What follows belongs to an exercise in optimizing a design on an open flow for small area; a production flow would make more cautious choices. No functional check of the RTL was part of any run shown here. Power and IR drop assume default switching activity.

==> flow/design.v, too long to show whole: its modules and the start of the top module <==
// module vending_machine: 1259 lines
// module g_fa: 6 lines
// module g_ha: 6 lines
// module g_nand2: 5 lines
// module g_nor2: 5 lines
// module g_nor2b: 5 lines
// module g_and2: 5 lines
// module g_or2: 5 lines
// module g_inv: 5 lines
// module g_xor2: 5 lines
// module g_xnor2: 5 lines
// module g_a21oi: 5 lines
// module g_mux2i: 5 lines
// module g_a22oi: 5 lines
// module g_a222oi: 5 lines
// module g_a22o: 5 lines
module vending_machine(pclk,prst,pvalid,pready,paddr,pwdata,prdata,wr_rd,coin,coin_valid,num_of_tea_reqd,num_of_milk_reqd,num_of_coffee_reqd,num_of_tea_served,num_of_coffee_served,num_of_milk_served,machine_ready);
  // ...
==> flow/flow/run.sh <==
#!/bin/bash
# Own layout flow: the standard synthesis, every logic cell set to its smallest
# drive strength (the flow's timing repair sizes up what needs it), port buffers
# of the smallest buffer then the
# standard layout steps.
set -euo pipefail
bash standard.sh synth > synth.log 2>&1
R=orfs/results/$FLOW_PLATFORM/vending_machine/base
openroad -no_init -exit -threads "${NUM_CORES:-4}" \
  -log downsize.log flow/downsize.tcl > downsize.out 2>&1
bash standard.sh "BUFFER_PORTS_ARGS=-buffer_cell sky130_fd_sc_hd__buf_1" \
  "CTS_ARGS=-sink_clustering_enable -repair_clock_nets -dont_use_dummy_load -buf_list {sky130_fd_sc_hd__clkbuf_4 sky130_fd_sc_hd__clkbuf_8} -sink_clustering_size 12 -sink_clustering_max_diameter 60" \
  finish > layout.log 2>&1
==> flow/flow/downsize.tcl <==
# Swap each combinational cell of the synthesized netlist to the smallest-area
# cell of the same family (same name but the drive-strength suffix).
set res orfs/results/$::env(FLOW_PLATFORM)/vending_machine/base
read_db $res/1_synth.odb
set db [ord::get_db]
set lib_masters {}
foreach lib [$db getLibs] {
  foreach m [$lib getMasters] {
    set n [$m getName]
    if {[regexp {^(.*)_([0-9]+)$} $n -> base drive]} {
      dict lappend lib_masters $base $m
    }
  }
}
set dont_use {}
if {[info exists ::env(DONT_USE_CELLS)]} { set dont_use [split $::env(DONT_USE_CELLS)] }
set swapped 0
foreach inst [[[$db getChip] getBlock] getInsts] {
  set m [$inst getMaster]
  set n [$m getName]
  if {![regexp {^(.*)_([0-9]+)$} $n -> base drive]} { continue }
  if {[regexp {df|dl|sdf|edf|conb|tap|fill|decap|clk} $base]} { continue }
  set best $m
  set ba [expr {[$m getWidth] * [$m getHeight]}]
  foreach c [dict get $lib_masters $base] {
    if {[lsearch -exact $dont_use [$c getName]] >= 0} { continue }
    set a [expr {[$c getWidth] * [$c getHeight]}]
    if {$a < $ba} { set best $c; set ba $a }
  }
  if {$best ne $m} {
    $inst swapMaster $best
    incr swapped
  }
}
puts "downsized $swapped instances"
write_db $res/1_synth.odb
==> flow/standard.sh <==
#!/bin/bash
# synth_recipe.tcl (not shown) runs the flow's synth.tcl, then flattens the netlist and writes it again
# the make line also repeats each setting of config.mk as NAME=value (left out here)
make -C /OpenROAD-flow-scripts/flow DESIGN_CONFIG=/design/flow/config.mk WORK_HOME=/design/flow/orfs CLKGATE_MAP_FILE= SYNTH_SCRIPT=/design/flow/synth_recipe.tcl "${@:-finish}"
==> flow/config.mk <==
export PLATFORM = sky130hd
export DESIGN_NAME = vending_machine
export DESIGN_NICKNAME = vending_machine
export VERILOG_FILES = /design/flow/design.v
export SDC_FILE = /design/flow/constraint.sdc
export NUM_CORES = 4
export LEC_CHECK = 0
export CAP_MARGIN = 5
export CORE_MARGIN = 2
export CORE_UTILIZATION = 70
export GPL_TIMING_DRIVEN = 0
export SLEW_MARGIN = 5
export SYNTH_HIERARCHICAL = 1
==> flow/constraint.sdc <==
create_clock -name core_clock -period 12.0 [get_ports {pclk}]
set_input_delay 2.4000 -clock core_clock [delete_from_list [all_inputs] [get_ports {pclk}]]
set_output_delay 2.4000 -clock core_clock [all_outputs]
set_load 0.01 [all_outputs]
==> out/summary.txt, run 1 <==
Status = timing/DRC/antenna clean
Logic inverters = 17
Initial antenna violation count = 0
Seq. pwr = 479 uW
# rows = 41
Setup ws final = 0.457 ns
Met3 usage = 10.2%
Seq pwr share = 15.6%
Slew Viols, Final = 0
CTS buffer count = 9
Clk sinks = 102
Clock-pin slew on the worst setup and hold paths = 0.12 ns
Setup TNS = 0 ns
Largest net degree at the start of global routing = 23
Reg with most FFs = credit
Placed cell area = 9440 um2
Clock buf/inv share = 1.28%
Chip height = 117 um
Clkbuf count = 9
Most used routing layer = met2
Core area = 12,500 um2
Required @ worst endpoint = 12.23 ns
R2r worst-path depth = 33
Area Growth Syn to Fin = 8.76%
I/O pin total = 74
==> inputs of run 2 (changes only) <==
--- a/flow/design.v
+++ b/flow/design.v
@@ -894,353 +894,341 @@
   wire n1010, n1011;
   g_fa u1012 (.a(n668), .b(n700), .ci(n1008), .s(n1010), .co(n1011));
   wire n1013, n1014;
   g_fa u1015 (.a(n701), .b(n733), .ci(n1011), .s(n1013), .co(n1014));
   wire n1016, n1017;
   g_fa u1018 (.a(n734), .b(n766), .ci(n1014), .s(n1016), .co(n1017));
   wire n1019, n1020;
   g_fa u1021 (.a(n767), .b(n799), .ci(n1017), .s(n1019), .co(n1020));
-  wire n1022;
-  g_xor2 u1023 (.a(n800), .b(n832), .y(n1022));
-  wire n1024;
-  g_xor2 u1025 (.a(n1022), .b(n1020), .y(n1024));
-  wire n1026;
-  g_mux2i u1027 (.a0(n800), .a1(n1020), .sel(n1022), .y(n1026));
+  wire n1022, n1023;
+  g_fa u1024 (.a(n800), .b(n832), .ci(n1020), .s(n1022), .co(n1023));
+  wire n1025, n1026;
+  g_fa u1027 (.a(n833), .b(n865), .ci(n1023), .s(n1025), .co(n1026));
   wire n1028;
-  g_xor2 u1029 (.a(n833), .b(n865), .y(n1028));
+  g_xor2 u1029 (.a(n866), .b(n898), .y(n1028));
   wire n1030;
-  g_xnor2 u1031 (.a(n1028), .b(n1026), .y(n1030));
+  g_xor2 u1031 (.a(n1028), .b(n1026), .y(n1030));
   wire n1032;
-  g_nand2 u1033 (.a(n833), .b(n865), .y(n1032));
+  g_mux2i u1033 (.a0(n866), .a1(n1026), .sel(n1028), .y(n1032));
   wire n1034;
-  g_nor2 u1035 (.a(n833), .b(n865), .y(n1034));
+  g_xor2 u1035 (.a(n928), .b(n1032), .y(n1034));
   wire n1036;
-  g_a21oi u1037 (.a1(n1032), .a2(n1026), .b1(n1034), .y(n1036));
+  g_inv u1037 (.a(n1032), .y(n1036));
   wire n1038;
-  g_xor2 u1039 (.a(n866), .b(n898), .y(n1038));
+  g_nor2 u1039 (.a(n928), .b(n1036), .y(n1038));
   wire n1040;
-  g_xor2 u1041 (.a(n1038), .b(n1036), .y(n1040));
+  g_xor2 u1041 (.a(n952), .b(n1038), .y(n1040));
   wire n1042;
-  g_mux2i u1043 (.a0(n866), .a1(n1036), .sel(n1038), .y(n1042));
+  g_inv u1043 (.a(n1038), .y(n1042));
   wire n1044;
-  g_xor2 u1045 (.a(n928), .b(n1042), .y(n1044));
+  g_nor2 u1045 (.a(n952), .b(n1042), .y(n1044));
   wire n1046;
-  g_inv u1047 (.a(n1042), .y(n1046));
+  g_xor2 u1047 (.a(n953), .b(n967), .y(n1046));
   wire n1048;
-  g_nor2 u1049 (.a(n928), .b(n1046), .y(n1048));
+  g_xnor2 u1049 (.a(n1046), .b(n1044), .y(n1048));
   wire n1050;
-  g_xor2 u1051 (.a(n952), .b(n1048), .y(n1050));
+  g_nand2 u1051 (.a(n953), .b(n967), .y(n1050));
   wire n1052;
-  g_inv u1053 (.a(n1048), .y(n1052));
+  g_nor2 u1053 (.a(n953), .b(n967), .y(n1052));
   wire n1054;
-  g_nor2 u1055 (.a(n952), .b(n1052), .y(n1054));
+  g_a21oi u1055 (.a1(n1050), .a2(n1044), .b1(n1052), .y(n1054));
   wire n1056;
-  g_xor2 u1057 (.a(n953), .b(n967), .y(n1056));
+  g_xor2 u1057 (.a(n968), .b(n973), .y(n1056));
   wire n1058;
-  g_xnor2 u1059 (.a(n1056), .b(n1054), .y(n1058));
+  g_xor2 u1059 (.a(n1056), .b(n1054), .y(n1058));
   wire n1060;
-  g_nand2 u1061 (.a(n953), .b(n967), .y(n1060));
+  g_mux2i u1061 (.a0(n968), .a1(n1054), .sel(n1056), .y(n1060));
   wire n1062;
-  g_nor2 u1063 (.a(n953), .b(n967), .y(n1062));
+  g_xor2 u1063 (.a(n976), .b(n1060), .y(n1062));
   wire n1064;
-  g_a21oi u1065 (.a1(n1060), .a2(n1054), .b1(n1062), .y(n1064));
+  g_inv u1065 (.a(n1060), .y(n1064));
   wire n1066;
-  g_xor2 u1067 (.a(n968), .b(n973), .y(n1066));
+  g_nor2 u1067 (.a(n976), .b(n1064), .y(n1066));
   wire n1068;
-  g_xor2 u1069 (.a(n1066), .b(n1064), .y(n1068));
+  g_xor2 u1069 (.a(c[21]), .b(n977), .y(n1068));
   wire n1070;
-  g_mux2i u1071 (.a0(n968), .a1(n1064), .sel(n1066), .y(n1070));
+  g_xnor2 u1071 (.a(n1068), .b(n1066), .y(n1070));
   wire n1072;
-  g_xor2 u1073 (.a(n976), .b(n1070), .y(n1072));
+  g_nand2 u1073 (.a(c[21]), .b(n977), .y(n1072));
   wire n1074;
-  g_inv u1075 (.a(n1070), .y(n1074));
+  g_nor2 u1075 (.a(c[21]), .b(n977), .y(n1074));
   wire n1076;
-  g_nor2 u1077 (.a(n976), .b(n1074), .y(n1076));
+  g_a21oi u1077 (.a1(n1072), .a2(n1066), .b1(n1074), .y(n1076));
+  assign low = {n1076, n1070, n1062, n1058, n1048, n1040, n1034, n1030, n1025, n1022, n1019, n1016, n1013, n1010, n1007, n1004, n1001, n997, n994, n990, n986, n983, n979};
   wire n1078;
-  g_xor2 u1079 (.a(c[21]), .b(n977), .y(n1078));
+  g_a222oi u1079 (.a1(st), .a2(tea_cost[0]), .b1(sc), .b2(coffee_cost[0]), .c1(sm), .c2(milk_cost[0]), .y(n1078));
   wire n1080;
-  g_xnor2 u1081 (.a(n1078), .b(n1076), .y(n1080));
+  g_inv u1081 (.a(n1078), .y(n1080));
+  assign rsel[0] = n1080;
   wire n1082;
-  g_nand2 u1083 (.a(c[21]), .b(n977), .y(n1082));
+  g_a222oi u1083 (.a1(st), .a2(tea_cost[1]), .b1(sc), .b2(coffee_cost[1]), .c1(sm), .c2(milk_cost[1]), .y(n1082));
   wire n1084;
-  g_nor2 u1085 (.a(c[21]), .b(n977), .y(n1084));
+  g_inv u1085 (.a(n1082), .y(n1084));
+  assign rsel[1] = n1084;
   wire n1086;
-  g_a21oi u1087 (.a1(n1082), .a2(n1076), .b1(n1084), .y(n1086));
-  assign low = {n1086, n1080, n1072, n1068, n1058, n1050, n1044, n1040, n1030, n1024, n1019, n1016, n1013, n1010, n1007, n1004, n1001, n997, n994, n990, n986, n983, n979};
+  g_a222oi u1087 (.a1(st), .a2(tea_cost[2]), .b1(sc), .b2(coffee_cost[2]), .c1(sm), .c2(milk_cost[2]), .y(n1086));
   wire n1088;
-  g_a222oi u1089 (.a1(st), .a2(tea_cost[0]), .b1(sc), .b2(coffee_cost[0]), .c1(sm), .c2(milk_cost[0]), .y(n1088));
+  g_inv u1089 (.a(n1086), .y(n1088));
+  assign rsel[2] = n1088;
   wire n1090;
-  g_inv u1091 (.a(n1088), .y(n1090));
-  assign rsel[0] = n1090;
+  g_a222oi u1091 (.a1(st), .a2(tea_cost[3]), .b1(sc), .b2(coffee_cost[3]), .c1(sm), .c2(milk_cost[3]), .y(n1090));
   wire n1092;
-  g_a222oi u1093 (.a1(st), .a2(tea_cost[1]), .b1(sc), .b2(coffee_cost[1]), .c1(sm), .c2(milk_cost[1]), .y(n1092));
+  g_inv u1093 (.a(n1090), .y(n1092));
+  assign rsel[3] = n1092;
   wire n1094;
-  g_inv u1095 (.a(n1092), .y(n1094));
-  assign rsel[1] = n1094;
+  g_a222oi u1095 (.a1(st), .a2(tea_cost[4]), .b1(sc), .b2(coffee_cost[4]), .c1(sm), .c2(milk_cost[4]), .y(n1094));
   wire n1096;
-  g_a222oi u1097 (.a1(st), .a2(tea_cost[2]), .b1(sc), .b2(coffee_cost[2]), .c1(sm), .c2(milk_cost[2]), .y(n1096));
+  g_inv u1097 (.a(n1094), .y(n1096));
+  assign rsel[4] = n1096;
   wire n1098;
-  g_inv u1099 (.a(n1096), .y(n1098));
-  assign rsel[2] = n1098;
+  g_a222oi u1099 (.a1(st), .a2(tea_cost[5]), .b1(sc), .b2(coffee_cost[5]), .c1(sm), .c2(milk_cost[5]), .y(n1098));
   wire n1100;
-  g_a222oi u1101 (.a1(st), .a2(tea_cost[3]), .b1(sc), .b2(coffee_cost[3]), .c1(sm), .c2(milk_cost[3]), .y(n1100));
+  g_inv u1101 (.a(n1098), .y(n1100));
+  assign rsel[5] = n1100;
   wire n1102;
-  g_inv u1103 (.a(n1100), .y(n1102));
-  assign rsel[3] = n1102;
+  g_a222oi u1103 (.a1(st), .a2(tea_cost[6]), .b1(sc), .b2(coffee_cost[6]), .c1(sm), .c2(milk_cost[6]), .y(n1102));
   wire n1104;
-  g_a222oi u1105 (.a1(st), .a2(tea_cost[4]), .b1(sc), .b2(coffee_cost[4]), .c1(sm), .c2(milk_cost[4]), .y(n1104));
+  g_inv u1105 (.a(n1102), .y(n1104));
+  assign rsel[6] = n1104;
   wire n1106;
-  g_inv u1107 (.a(n1104), .y(n1106));
-  assign rsel[4] = n1106;
+  g_a222oi u1107 (.a1(st), .a2(tea_cost[7]), .b1(sc), .b2(coffee_cost[7]), .c1(sm), .c2(milk_cost[7]), .y(n1106));
   wire n1108;
-  g_a222oi u1109 (.a1(st), .a2(tea_cost[5]), .b1(sc), .b2(coffee_cost[5]), .c1(sm), .c2(milk_cost[5]), .y(n1108));
+  g_inv u1109 (.a(n1106), .y(n1108));
+  assign rsel[7] = n1108;
   wire n1110;
-  g_inv u1111 (.a(n1108), .y(n1110));
-  assign rsel[5] = n1110;
+  g_and2 u1111 (.a(num_of_tea_reqd[0]), .b(sv), .y(n1110));
+  assign served_d[0] = n1110;
   wire n1112;
-  g_a222oi u1113 (.a1(st), .a2(tea_cost[6]), .b1(sc), .b2(coffee_cost[6]), .c1(sm), .c2(milk_cost[6]), .y(n1112));
+  g_and2 u1113 (.a(num_of_tea_reqd[1]), .b(sv), .y(n1112));
+  assign served_d[1] = n1112;
   wire n1114;
-  g_inv u1115 (.a(n1112), .y(n1114));
-  assign rsel[6] = n1114;
+  g_and2 u1115 (.a(num_of_tea_reqd[2]), .b(sv), .y(n1114));
+  assign served_d[2] = n1114;
   wire n1116;
-  g_a222oi u1117 (.a1(st), .a2(tea_cost[7]), .b1(sc), .b2(coffee_cost[7]), .c1(sm), .c2(milk_cost[7]), .y(n1116));
+  g_and2 u1117 (.a(num_of_tea_reqd[3]), .b(sv), .y(n1116));
+  assign served_d[3] = n1116;
   wire n1118;
-  g_inv u1119 (.a(n1116), .y(n1118));
-  assign rsel[7] = n1118;
+  g_and2 u1119 (.a(num_of_coffee_reqd[0]), .b(sv), .y(n1118));
+  assign served_d[4] = n1118;
   wire n1120;
-  g_and2 u1121 (.a(num_of_tea_reqd[0]), .b(sv), .y(n1120));
-  assign served_d[0] = n1120;
+  g_and2 u1121 (.a(num_of_coffee_reqd[1]), .b(sv), .y(n1120));
+  assign served_d[5] = n1120;
   wire n1122;
-  g_and2 u1123 (.a(num_of_tea_reqd[1]), .b(sv), .y(n1122));
-  assign served_d[1] = n1122;
+  g_and2 u1123 (.a(num_of_coffee_reqd[2]), .b(sv), .y(n1122));
+  assign served_d[6] = n1122;
   wire n1124;
-  g_and2 u1125 (.a(num_of_tea_reqd[2]), .b(sv), .y(n1124));
-  assign served_d[2] = n1124;
+  g_and2 u1125 (.a(num_of_coffee_reqd[3]), .b(sv), .y(n1124));
+  assign served_d[7] = n1124;
   wire n1126;
-  g_and2 u1127 (.a(num_of_tea_reqd[3]), .b(sv), .y(n1126));
-  assign served_d[3] = n1126;
+  g_and2 u1127 (.a(num_of_milk_reqd[0]), .b(sv), .y(n1126));
+  assign served_d[8] = n1126;
   wire n1128;
-  g_and2 u1129 (.a(num_of_coffee_reqd[0]), .b(sv), .y(n1128));
-  assign served_d[4] = n1128;
+  g_and2 u1129 (.a(num_of_milk_reqd[1]), .b(sv), .y(n1128));
+  assign served_d[9] = n1128;
   wire n1130;
-  g_and2 u1131 (.a(num_of_coffee_reqd[1]), .b(sv), .y(n1130));
-  assign served_d[5] = n1130;
+  g_and2 u1131 (.a(num_of_milk_reqd[2]), .b(sv), .y(n1130));
+  assign served_d[10] = n1130;
   wire n1132;
-  g_and2 u1133 (.a(num_of_coffee_reqd[2]), .b(sv), .y(n1132));
-  assign served_d[6] = n1132;
+  g_and2 u1133 (.a(num_of_milk_reqd[3]), .b(sv), .y(n1132));
+  assign served_d[11] = n1132;
   wire n1134;
-  g_and2 u1135 (.a(num_of_coffee_reqd[3]), .b(sv), .y(n1134));
-  assign served_d[7] = n1134;
+  g_a22o u1135 (.a1(tkp), .a2(low[0]), .b1(kpp), .b2(c[0]), .y(n1134));
+  assign credit_d[0] = n1134;
   wire n1136;
-  g_and2 u1137 (.a(num_of_milk_reqd[0]), .b(sv), .y(n1136));
-  assign served_d[8] = n1136;
+  g_a22o u1137 (.a1(tkp), .a2(low[1]), .b1(kpp), .b2(c[1]), .y(n1136));
+  assign credit_d[1] = n1136;
   wire n1138;
-  g_and2 u1139 (.a(num_of_milk_reqd[1]), .b(sv), .y(n1138));
-  assign served_d[9] = n1138;
+  g_a22o u1139 (.a1(tkp), .a2(low[2]), .b1(kpp), .b2(c[2]), .y(n1138));
+  assign credit_d[2] = n1138;
   wire n1140;
-  g_and2 u1141 (.a(num_of_milk_reqd[2]), .b(sv), .y(n1140));
-  assign served_d[10] = n1140;
+  g_a22o u1141 (.a1(tkp), .a2(low[3]), .b1(kpp), .b2(c[3]), .y(n1140));
+  assign credit_d[3] = n1140;
   wire n1142;
-  g_and2 u1143 (.a(num_of_milk_reqd[3]), .b(sv), .y(n1142));
-  assign served_d[11] = n1142;
+  g_a22o u1143 (.a1(tkp), .a2(low[4]), .b1(kpp), .b2(c[4]), .y(n1142));
+  assign credit_d[4] = n1142;
   wire n1144;
-  g_a22o u1145 (.a1(tkp), .a2(low[0]), .b1(kpp), .b2(c[0]), .y(n1144));
-  assign credit_d[0] = n1144;
+  g_a22o u1145 (.a1(tkp), .a2(low[5]), .b1(kpp), .b2(c[5]), .y(n1144));
+  assign credit_d[5] = n1144;
   wire n1146;
-  g_a22o u1147 (.a1(tkp), .a2(low[1]), .b1(kpp), .b2(c[1]), .y(n1146));
-  assign credit_d[1] = n1146;
+  g_a22o u1147 (.a1(tkp), .a2(low[6]), .b1(kpp), .b2(c[6]), .y(n1146));
+  assign credit_d[6] = n1146;
   wire n1148;
-  g_a22o u1149 (.a1(tkp), .a2(low[2]), .b1(kpp), .b2(c[2]), .y(n1148));
-  assign credit_d[2] = n1148;
+  g_a22o u1149 (.a1(tkp), .a2(low[7]), .b1(kpp), .b2(c[7]), .y(n1148));
+  assign credit_d[7] = n1148;
   wire n1150;
-  g_a22o u1151 (.a1(tkp), .a2(low[3]), .b1(kpp), .b2(c[3]), .y(n1150));
-  assign credit_d[3] = n1150;
+  g_a22o u1151 (.a1(tkp), .a2(low[8]), .b1(kpp), .b2(c[8]), .y(n1150));
+  assign credit_d[8] = n1150;
   wire n1152;
-  g_a22o u1153 (.a1(tkp), .a2(low[4]), .b1(kpp), .b2(c[4]), .y(n1152));
-  assign credit_d[4] = n1152;
+  g_a22o u1153 (.a1(tkp), .a2(low[9]), .b1(kpp), .b2(c[9]), .y(n1152));
+  assign credit_d[9] = n1152;
   wire n1154;
-  g_a22o u1155 (.a1(tkp), .a2(low[5]), .b1(kpp), .b2(c[5]), .y(n1154));
-  assign credit_d[5] = n1154;
+  g_a22o u1155 (.a1(tkp), .a2(low[10]), .b1(kpp), .b2(c[10]), .y(n1154));
+  assign credit_d[10] = n1154;
   wire n1156;
-  g_a22o u1157 (.a1(tkp), .a2(low[6]), .b1(kpp), .b2(c[6]), .y(n1156));
-  assign credit_d[6] = n1156;
+  g_a22o u1157 (.a1(tkp), .a2(low[11]), .b1(kpp), .b2(c[11]), .y(n1156));
+  assign credit_d[11] = n1156;
   wire n1158;
-  g_a22o u1159 (.a1(tkp), .a2(low[7]), .b1(kpp), .b2(c[7]), .y(n1158));
-  assign credit_d[7] = n1158;
+  g_a22o u1159 (.a1(tkp), .a2(low[12]), .b1(kpp), .b2(c[12]), .y(n1158));
+  assign credit_d[12] = n1158;
   wire n1160;
-  g_a22o u1161 (.a1(tkp), .a2(low[8]), .b1(kpp), .b2(c[8]), .y(n1160));
-  assign credit_d[8] = n1160;
+  g_a22o u1161 (.a1(tkp), .a2(low[13]), .b1(kpp), .b2(c[13]), .y(n1160));
+  assign credit_d[13] = n1160;
   wire n1162;
-  g_a22o u1163 (.a1(tkp), .a2(low[9]), .b1(kpp), .b2(c[9]), .y(n1162));
-  assign credit_d[9] = n1162;
+  g_a22o u1163 (.a1(tkp), .a2(low[14]), .b1(kpp), .b2(c[14]), .y(n1162));
+  assign credit_d[14] = n1162;
   wire n1164;
-  g_a22o u1165 (.a1(tkp), .a2(low[10]), .b1(kpp), .b2(c[10]), .y(n1164));
-  assign credit_d[10] = n1164;
+  g_a22o u1165 (.a1(tkp), .a2(low[15]), .b1(kpp), .b2(c[15]), .y(n1164));
+  assign credit_d[15] = n1164;
   wire n1166;
-  g_a22o u1167 (.a1(tkp), .a2(low[11]), .b1(kpp), .b2(c[11]), .y(n1166));
-  assign credit_d[11] = n1166;
+  g_a22o u1167 (.a1(tkp), .a2(low[16]), .b1(kpp), .b2(c[16]), .y(n1166));
+  assign credit_d[16] = n1166;
   wire n1168;
-  g_a22o u1169 (.a1(tkp), .a2(low[12]), .b1(kpp), .b2(c[12]), .y(n1168));
-  assign credit_d[12] = n1168;
+  g_a22o u1169 (.a1(tkp), .a2(low[17]), .b1(kpp), .b2(c[17]), .y(n1168));
+  assign credit_d[17] = n1168;
   wire n1170;
-  g_a22o u1171 (.a1(tkp), .a2(low[13]), .b1(kpp), .b2(c[13]), .y(n1170));
-  assign credit_d[13] = n1170;
+  g_a22o u1171 (.a1(tkp), .a2(low[18]), .b1(kpp), .b2(c[18]), .y(n1170));
+  assign credit_d[18] = n1170;
   wire n1172;
-  g_a22o u1173 (.a1(tkp), .a2(low[14]), .b1(kpp), .b2(c[14]), .y(n1172));
-  assign credit_d[14] = n1172;
+  g_a22o u1173 (.a1(tkp), .a2(low[19]), .b1(kpp), .b2(c[19]), .y(n1172));
+  assign credit_d[19] = n1172;
   wire n1174;
-  g_a22o u1175 (.a1(tkp), .a2(low[15]), .b1(kpp), .b2(c[15]), .y(n1174));
-  assign credit_d[15] = n1174;
+  g_a22o u1175 (.a1(tkp), .a2(low[20]), .b1(kpp), .b2(c[20]), .y(n1174));
+  assign credit_d[20] = n1174;
   wire n1176;
-  g_a22o u1177 (.a1(tkp), .a2(low[16]), .b1(kpp), .b2(c[16]), .y(n1176));
-  assign credit_d[16] = n1176;
+  g_a22o u1177 (.a1(tkp), .a2(low[21]), .b1(kpp), .b2(c[21]), .y(n1176));
+  assign credit_d[21] = n1176;
+  assign O[22] = 1'b1;
+  assign Z[22] = 1'b1;
+  assign O[23] = credit[22];
+  assign Z[23] = ~credit[22];
   wire n1178;
-  g_a22o u1179 (.a1(tkp), .a2(low[17]), .b1(kpp), .b2(c[17]), .y(n1178));
-  assign credit_d[17] = n1178;
+  g_and2 u1179 (.a(O[23]), .b(credit[23]), .y(n1178));
+  assign O[24] = n1178;
   wire n1180;
-  g_a22o u1181 (.a1(tkp), .a2(low[18]), .b1(kpp), .b2(c[18]), .y(n1180));
-  assign credit_d[18] = n1180;
+  g_nor2b u1181 (.a(credit[23]), .bn(Z[23]), .y(n1180));
+  assign Z[24] = n1180;
   wire n1182;
-  g_a22o u1183 (.a1(tkp), .a2(low[19]), .b1(kpp), .b2(c[19]), .y(n1182));
-  assign credit_d[19] = n1182;
+  g_and2 u1183 (.a(O[24]), .b(credit[24]), .y(n1182));
+  assign O[25] = n1182;
   wire n1184;
-  g_a22o u1185 (.a1(tkp), .a2(low[20]), .b1(kpp), .b2(c[20]), .y(n1184));
-  assign credit_d[20] = n1184;
+  g_nor2b u1185 (.a(credit[24]), .bn(Z[24]), .y(n1184));
+  assign Z[25] = n1184;
   wire n1186;
-  g_a22o u1187 (.a1(tkp), .a2(low[21]), .b1(kpp), .b2(c[21]), .y(n1186));
-  assign credit_d[21] = n1186;
-  assign O[22] = 1'b1;
-  assign Z[22] = 1'b1;
-  assign O[23] = credit[22];
-  assign Z[23] = ~credit[22];
+  g_and2 u1187 (.a(O[25]), .b(credit[25]), .y(n1186));
+  assign O[26] = n1186;
   wire n1188;
-  g_and2 u1189 (.a(O[23]), .b(credit[23]), .y(n1188));
-  assign O[24] = n1188;
+  g_nor2b u1189 (.a(credit[25]), .bn(Z[25]), .y(n1188));
+  assign Z[26] = n1188;
   wire n1190;
-  g_nor2b u1191 (.a(credit[23]), .bn(Z[23]), .y(n1190));
-  assign Z[24] = n1190;
+  g_and2 u1191 (.a(O[26]), .b(credit[26]), .y(n1190));
+  assign O[27] = n1190;
   wire n1192;
-  g_and2 u1193 (.a(O[24]), .b(credit[24]), .y(n1192));
-  assign O[25] = n1192;
+  g_nor2b u1193 (.a(credit[26]), .bn(Z[26]), .y(n1192));
+  assign Z[27] = n1192;
   wire n1194;
-  g_nor2b u1195 (.a(credit[24]), .bn(Z[24]), .y(n1194));
-  assign Z[25] = n1194;
+  g_and2 u1195 (.a(O[27]), .b(credit[27]), .y(n1194));
+  assign O[28] = n1194;
   wire n1196;
-  g_and2 u1197 (.a(O[25]), .b(credit[25]), .y(n1196));
-  assign O[26] = n1196;
+  g_nor2b u1197 (.a(credit[27]), .bn(Z[27]), .y(n1196));
+  assign Z[28] = n1196;
   wire n1198;
-  g_nor2b u1199 (.a(credit[25]), .bn(Z[25]), .y(n1198));
-  assign Z[26] = n1198;
+  g_and2 u1199 (.a(O[28]), .b(credit[28]), .y(n1198));
+  assign O[29] = n1198;
   wire n1200;
-  g_and2 u1201 (.a(O[26]), .b(credit[26]), .y(n1200));
-  assign O[27] = n1200;
+  g_nor2b u1201 (.a(credit[28]), .bn(Z[28]), .y(n1200));
+  assign Z[29] = n1200;
   wire n1202;
-  g_nor2b u1203 (.a(credit[26]), .bn(Z[26]), .y(n1202));
-  assign Z[27] = n1202;
+  g_and2 u1203 (.a(O[29]), .b(credit[29]), .y(n1202));
+  assign O[30] = n1202;
   wire n1204;
-  g_and2 u1205 (.a(O[27]), .b(credit[27]), .y(n1204));
-  assign O[28] = n1204;
+  g_nor2b u1205 (.a(credit[29]), .bn(Z[29]), .y(n1204));
+  assign Z[30] = n1204;
   wire n1206;
-  g_nor2b u1207 (.a(credit[27]), .bn(Z[27]), .y(n1206));
-  assign Z[28] = n1206;
+  g_and2 u1207 (.a(O[30]), .b(credit[30]), .y(n1206));
+  assign O[31] = n1206;
   wire n1208;
-  g_and2 u1209 (.a(O[28]), .b(credit[28]), .y(n1208));
-  assign O[29] = n1208;
+  g_nor2b u1209 (.a(credit[30]), .bn(Z[30]), .y(n1208));
+  assign Z[31] = n1208;
   wire n1210;
-  g_nor2b u1211 (.a(credit[28]), .bn(Z[28]), .y(n1210));
-  assign Z[29] = n1210;
+  g_and2 u1211 (.a(O[31]), .b(credit[31]), .y(n1210));
+  assign O[32] = n1210;
   wire n1212;
-  g_and2 u1213 (.a(O[29]), .b(credit[29]), .y(n1212));
-  assign O[30] = n1212;
+  g_nor2b u1213 (.a(credit[31]), .bn(Z[31]), .y(n1212));
+  assign Z[32] = n1212;
   wire n1214;
-  g_nor2b u1215 (.a(credit[29]), .bn(Z[29]), .y(n1214));
-  assign Z[30] = n1214;
+  g_nor2 u1215 (.a(up), .b(dn), .y(n1214));
   wire n1216;
-  g_and2 u1217 (.a(O[30]), .b(credit[30]), .y(n1216));
-  assign O[31] = n1216;
+  g_xor2 u1217 (.a(credit[22]), .b(n1214), .y(n1216));
   wire n1218;
-  g_nor2b u1219 (.a(credit[30]), .bn(Z[30]), .y(n1218));
-  assign Z[31] = n1218;
+  g_nor2 u1219 (.a(prst), .b(n1216), .y(n1218));
+  assign credit_d[22] = n1218;
   wire n1220;
-  g_and2 u1221 (.a(O[31]), .b(credit[31]), .y(n1220));
-  assign O[32] = n1220;
+  g_a22oi u1221 (.a1(up), .a2(O[23]), .b1(dn), .b2(Z[23]), .y(n1220));
   wire n1222;
-  g_nor2b u1223 (.a(credit[31]), .bn(Z[31]), .y(n1222));
-  assign Z[32] = n1222;
+  g_xor2 u1223 (.a(credit[23]), .b(n1220), .y(n1222));
   wire n1224;
-  g_nor2 u1225 (.a(up), .b(dn), .y(n1224));
+  g_nor2 u1225 (.a(prst), .b(n1222), .y(n1224));
+  assign credit_d[23] = n1224;
   wire n1226;
-  g_xor2 u1227 (.a(credit[22]), .b(n1224), .y(n1226));
+  g_a22oi u1227 (.a1(up), .a2(O[24]), .b1(dn), .b2(Z[24]), .y(n1226));
   wire n1228;
-  g_nor2 u1229 (.a(prst), .b(n1226), .y(n1228));
-  assign credit_d[22] = n1228;
+  g_xor2 u1229 (.a(credit[24]), .b(n1226), .y(n1228));
   wire n1230;
-  g_a22oi u1231 (.a1(up), .a2(O[23]), .b1(dn), .b2(Z[23]), .y(n1230));
+  g_nor2 u1231 (.a(prst), .b(n1228), .y(n1230));
+  assign credit_d[24] = n1230;
   wire n1232;
-  g_xor2 u1233 (.a(credit[23]), .b(n1230), .y(n1232));
+  g_a22oi u1233 (.a1(up), .a2(O[25]), .b1(dn), .b2(Z[25]), .y(n1232));
   wire n1234;
-  g_nor2 u1235 (.a(prst), .b(n1232), .y(n1234));
-  assign credit_d[23] = n1234;
+  g_xor2 u1235 (.a(credit[25]), .b(n1232), .y(n1234));
   wire n1236;
-  g_a22oi u1237 (.a1(up), .a2(O[24]), .b1(dn), .b2(Z[24]), .y(n1236));
+  g_nor2 u1237 (.a(prst), .b(n1234), .y(n1236));
+  assign credit_d[25] = n1236;
   wire n1238;
-  g_xor2 u1239 (.a(credit[24]), .b(n1236), .y(n1238));
+  g_a22oi u1239 (.a1(up), .a2(O[26]), .b1(dn), .b2(Z[26]), .y(n1238));
   wire n1240;
-  g_nor2 u1241 (.a(prst), .b(n1238), .y(n1240));
-  assign credit_d[24] = n1240;
+  g_xor2 u1241 (.a(credit[26]), .b(n1238), .y(n1240));
   wire n1242;
-  g_a22oi u1243 (.a1(up), .a2(O[25]), .b1(dn), .b2(Z[25]), .y(n1242));
+  g_nor2 u1243 (.a(prst), .b(n1240), .y(n1242));
+  assign credit_d[26] = n1242;
   wire n1244;
-  g_xor2 u1245 (.a(credit[25]), .b(n1242), .y(n1244));
+  g_a22oi u1245 (.a1(up), .a2(O[27]), .b1(dn), .b2(Z[27]), .y(n1244));
   wire n1246;
-  g_nor2 u1247 (.a(prst), .b(n1244), .y(n1246));
-  assign credit_d[25] = n1246;
+  g_xor2 u1247 (.a(credit[27]), .b(n1244), .y(n1246));
   wire n1248;
-  g_a22oi u1249 (.a1(up), .a2(O[26]), .b1(dn), .b2(Z[26]), .y(n1248));
+  g_nor2 u1249 (.a(prst), .b(n1246), .y(n1248));
+  assign credit_d[27] = n1248;
   wire n1250;
-  g_xor2 u1251 (.a(credit[26]), .b(n1248), .y(n1250));
+  g_a22oi u1251 (.a1(up), .a2(O[28]), .b1(dn), .b2(Z[28]), .y(n1250));
   wire n1252;
-  g_nor2 u1253 (.a(prst), .b(n1250), .y(n1252));
-  assign credit_d[26] = n1252;
+  g_xor2 u1253 (.a(credit[28]), .b(n1250), .y(n1252));
   wire n1254;
-  g_a22oi u1255 (.a1(up), .a2(O[27]), .b1(dn), .b2(Z[27]), .y(n1254));
+  g_nor2 u1255 (.a(prst), .b(n1252), .y(n1254));
+  assign credit_d[28] = n1254;
   wire n1256;
-  g_xor2 u1257 (.a(credit[27]), .b(n1254), .y(n1256));
+  g_a22oi u1257 (.a1(up), .a2(O[29]), .b1(dn), .b2(Z[29]), .y(n1256));
   wire n1258;
-  g_nor2 u1259 (.a(prst), .b(n1256), .y(n1258));
-  assign credit_d[27] = n1258;
+  g_xor2 u1259 (.a(credit[29]), .b(n1256), .y(n1258));
   wire n1260;
-  g_a22oi u1261 (.a1(up), .a2(O[28]), .b1(dn), .b2(Z[28]), .y(n1260));
+  g_nor2 u1261 (.a(prst), .b(n1258), .y(n1260));
+  assign credit_d[29] = n1260;
   wire n1262;
-  g_xor2 u1263 (.a(credit[28]), .b(n1260), .y(n1262));
+  g_a22oi u1263 (.a1(up), .a2(O[30]), .b1(dn), .b2(Z[30]), .y(n1262));
   wire n1264;
-  g_nor2 u1265 (.a(prst), .b(n1262), .y(n1264));
-  assign credit_d[28] = n1264;
+  g_xor2 u1265 (.a(credit[30]), .b(n1262), .y(n1264));
   wire n1266;
-  g_a22oi u1267 (.a1(up), .a2(O[29]), .b1(dn), .b2(Z[29]), .y(n1266));
+  g_nor2 u1267 (.a(prst), .b(n1264), .y(n1266));
+  assign credit_d[30] = n1266;
   wire n1268;
-  g_xor2 u1269 (.a(credit[29]), .b(n1266), .y(n1268));
+  g_a22oi u1269 (.a1(up), .a2(O[31]), .b1(dn), .b2(Z[31]), .y(n1268));
   wire n1270;
-  g_nor2 u1271 (.a(prst), .b(n1268), .y(n1270));
-  assign credit_d[29] = n1270;
+  g_xor2 u1271 (.a(credit[31]), .b(n1268), .y(n1270));
   wire n1272;
-  g_a22oi u1273 (.a1(up), .a2(O[30]), .b1(dn), .b2(Z[30]), .y(n1272));
-  wire n1274;
-  g_xor2 u1275 (.a(credit[30]), .b(n1272), .y(n1274));
-  wire n1276;
-  g_nor2 u1277 (.a(prst), .b(n1274), .y(n1276));
-  assign credit_d[30] = n1276;
-  wire n1278;
-  g_a22oi u1279 (.a1(up), .a2(O[31]), .b1(dn), .b2(Z[31]), .y(n1278));
-  wire n1280;
-  g_xor2 u1281 (.a(credit[31]), .b(n1278), .y(n1280));
-  wire n1282;
-  g_nor2 u1283 (.a(prst), .b(n1280), .y(n1282));
-  assign credit_d[31] = n1282;
+  g_nor2 u1273 (.a(prst), .b(n1270), .y(n1272));
+  assign credit_d[31] = n1272;
 wire c31 = credit[31] ^ (cc22 & O[31]);
 wire chi_zero = cc22 ? O[32] : Z[32];
 wire ok = coin_valid & ~c31;
 wire serve = ~c31 & (low[22] | ~chi_zero);
 wire take = ok & (low[22] | ~chi_zero);
 wire bw = ok & ~chi_zero & ~low[22];
 assign up = cc22 & ~bw;
 assign dn = bw & ~cc22;
==> out/summary.txt, run 2 <==
Slowest CP cell = fa_1 (unchanged)
Initial antenna violation count = 0 (unchanged)
Worst Setup Start Kind = primary input (unchanged)
Required @ worst endpoint = 12.25 ns (was 12.23 ns)
Commonest non-fill, non-tap cell in the layout = nand2_1 (unchanged)
Hold-fix buffers, CTS = 0 (unchanged)
# rows = 41 (unchanged)
Reg with most FFs = credit (unchanged)
Cell area after layout = 9780 um2 (was 9670 um2)
Reg2Reg Setup Slack = 2.08 ns (was 2.33 ns)
Drt wl/cell = 21.2 um (about the same)
Longest Clk Path Bufs = 2 (unchanged)
Later-pin clock latency in the skew report = 0.39 ns (about the same)
Avg Synthesized Cell Area = 12.6 um2 (was 12.5 um2)
Final Hold Vio Count = 0 (unchanged)
Remaining antenna violation count = 0 (unchanged)
Placed cell area = 9430 um2 (was 9440 um2)
Yosys warnings = 7 (unchanged)
Slew Limit Headroom = 20.9% (was 22.8%)
Crit path largest cell delay = 0.57 ns (about the same)
FF-to-FF Start = tea_cost[0]$_DFFE_PP_ (unchanged)
CTS buffer count = 9 (unchanged)
NumNets Final = 1,062 (was 1,063)
Initial Util = 70.9% (was 71.1%)
Syn Nets = 968 (was 972)
Clk_skew = 0.0288 ns (was 0.0363 ns)
Min-delay worst type = reg -> reg (unchanged)
Most used cell, CP = fa_1 (unchanged)
Final period utilization = 97.0% (was 96.2%)
Crit Reg-Reg Endpoint = credit[8]$_DFF_P_ (was credit[23]$_DFF_P_)
Drt total wl = 20.6 mm (was 20.7 mm)
Hold Path Sink = credit[25]$_DFF_P_ (was credit[24]$_DFF_P_)
Largest net degree at the start of global routing = 23 (unchanged)
I/O pin total = 74 (unchanged)
Drt initial violations = 451 (was 486)
Post-layout util = 78.1% (was 77.3%)
Via Count = 5,855 (was 5,939)
Quantity of I/O buffers inserted on ports = 73 (unchanged)
CTS tree = yes (unchanged)
Chip Width = 117 um (about the same)
Hold Crit Start = credit[25]$_DFF_P_ (was credit[24]$_DFF_P_)
Gr ovfl total = 0 (unchanged)
Most frequent cells in the layout = nand2_1, fa_1, edfxtp_1 (unchanged)
Slew Viols, Final = 0 (unchanged)
Leak Pwr = 0.00353 uW (was 0.00351 uW)
First-pass GRT wire length = 32.2 mm (was 32.6 mm)
Worst Tran Pin Value = 1.18 ns (was 1.16 ns)
Status = timing/DRC/antenna clean (unchanged)
Core area = 12,500 um2 (unchanged)
Residual DRC = 0 (unchanged)
Tmin final = 11.64 ns (was 11.54 ns)
Peak supply drop = 0.000607 V (was 0.000682 V)
WS Path Type = in -> reg (unchanged)
Post-DP HPWL = 15.6 mm (was 15.9 mm)
Vias in the first global route = 6,346 (was 6,504)
Drt first pass iters = 5 (unchanged)
Clock-pin slew on the worst setup and hold paths = 0.09 ns (was 0.12 ns)
Vias per cell = 6.03 (was 6.10)
GR Util All Layers = 32.5% (was 32.7%)
Data arrival, critical path = 11.90 ns (was 11.78 ns)
Crit path from = num_of_tea_reqd[2] (unchanged)
Clk sinks = 102 (unchanged)
Max reg flops = 32 (unchanged)
Antenna cell count = 0 (unchanged)
DIE AREA = 13,600 um2 (about the same)
R2r worst-path depth = 34 (was 33)
Layout cells sized above 1 = 7.51% (was 4.99%)
Final RePlAce weighted congestion = 0.895 (was 0.896)
Fmax = 0.0859 GHz (was 0.0866 GHz)
Finish-stage setup viols = 0 (unchanged)
PwrDens = 314 nW/um2 (was 316 nW/um2)
Area Growth Syn to Fin = 10.2% (was 8.76%)
MaxCap Viol Count = 0 (unchanged)
Htree depth = 3 (unchanged)
Maximum fanout along the worst path = 17 (unchanged)
Clock root cell = clkbuf_8 (unchanged)
Chip height = 117 um (about the same)
Area of the mapped netlist = 8880 um2 (was 8890 um2)
Min-Delay Path Depth = 2 (unchanged)
Post-synthesis cell count = 707 (was 713)
CP Capture Type = flop (unchanged)
-- run 2: layer usage --
layer  track usage (%)  vias to the layer above  share of wire (%)
li1                  -                     2526                  -
met1              44.5                     2999                 38
met2              52.4                      296                 50
met3              8.35                       34                9.4
met4              10.3                        0                2.1
met5                 0                        -                  0
-- run 2: critical path: cells and delay by family --
kind / cells / cell delay [ns]
adders and majority gates: 15 / 6.22
and+or+nand+nor: 8 / 1.31
buffers and inverters: 6 / 0.84
AOI/OAI and AO/OA: 4 / 0.69
muxes: 2 / 0.42
-- run 2: repair_timing --
action	CTS	global route
pin swaps	1	8
resized for setup	72	30
endpoints found under the hold margin	0	0
setup buffers	3	2
endpoints found under the setup margin	44	44
gates cloned	1	0
-- run 2: metrics by stage --
step,power [uW],std cells,setup slack [ns],TNS (ns),hold WS (ns)
floorplan,2240,707,0.231,0,0.505
global placement,2560,952,-1.91,-66.75,0.518
detailed placement,2730,956,-1.83,-69.12,0.536
CTS,3010,969,0.00179,0,0.558
global route,3430,971,-0.0202,-0.110,0.586
finish,3070,971,0.355,0,0.552
-- run 2: power breakdown --
part           switching, uW  internal (uW)
registers               33.7            444
logic                   1230           1180
clock network            110           67.6
total                   1370           1700
-- run 2: layout make-up --
| type | instances | area (um2) |
|---|---|---|
| Multi-Input combinational cell | 587 | 6200 |
| Fill cell | 863 | 2740 |
| Sequential cell | 102 | 2730 |
| Timing Repair Buffer | 82 | 438 |
| Tap cell | 172 | 215 |
| Clock buffer | 9 | 124 |
| Inverter | 17 | 63.8 |
| Buffer | 2 | 7.51 |
-- run 2: how the worst max path moves through the flow --
stage	endpoint	depth (start not counted)
2_1_floorplan	credit[23]$_DFF_P_	34
5_1_grt	credit[27]$_DFF_P_	35
3_5_place_dp	credit[8]$_DFF_P_	33
4_1_cts	credit[27]$_DFF_P_	34
6_report	credit[8]$_DFF_P_	35
3_3_place_gp	credit[8]$_DFF_P_	32

-- separate check: timing with driven ports --
How much do the figures lean on ideal ports? The routed layouts below were timed once more, with nothing changed but the port constraints.
Step 1 assumes that a clkbuf_16 drives the clock port and a buf_2 every other input.
Step 2, shift: input delay + t, output delay - t, t = (earliest + latest rising clock arrival at the registers) / 2. This alone moves slack from input paths to output paths.
Three values: no drivers, after step 1, after step 2; two values: the first two.
run	shift t [ns]	slack for setup (ns)	cell pins on the clock port's net
run 1	0.405	0.457 / 0.469 / 0.063	1
run 2	0.410	0.355 / 0.356 / -0.054	1
With both steps, setup timing fails in run 2, where it was met with ideal ports. The setup slack of run 2, which loses most, moves by +0.001 ns with the drivers and by -0.409 ns with both steps.
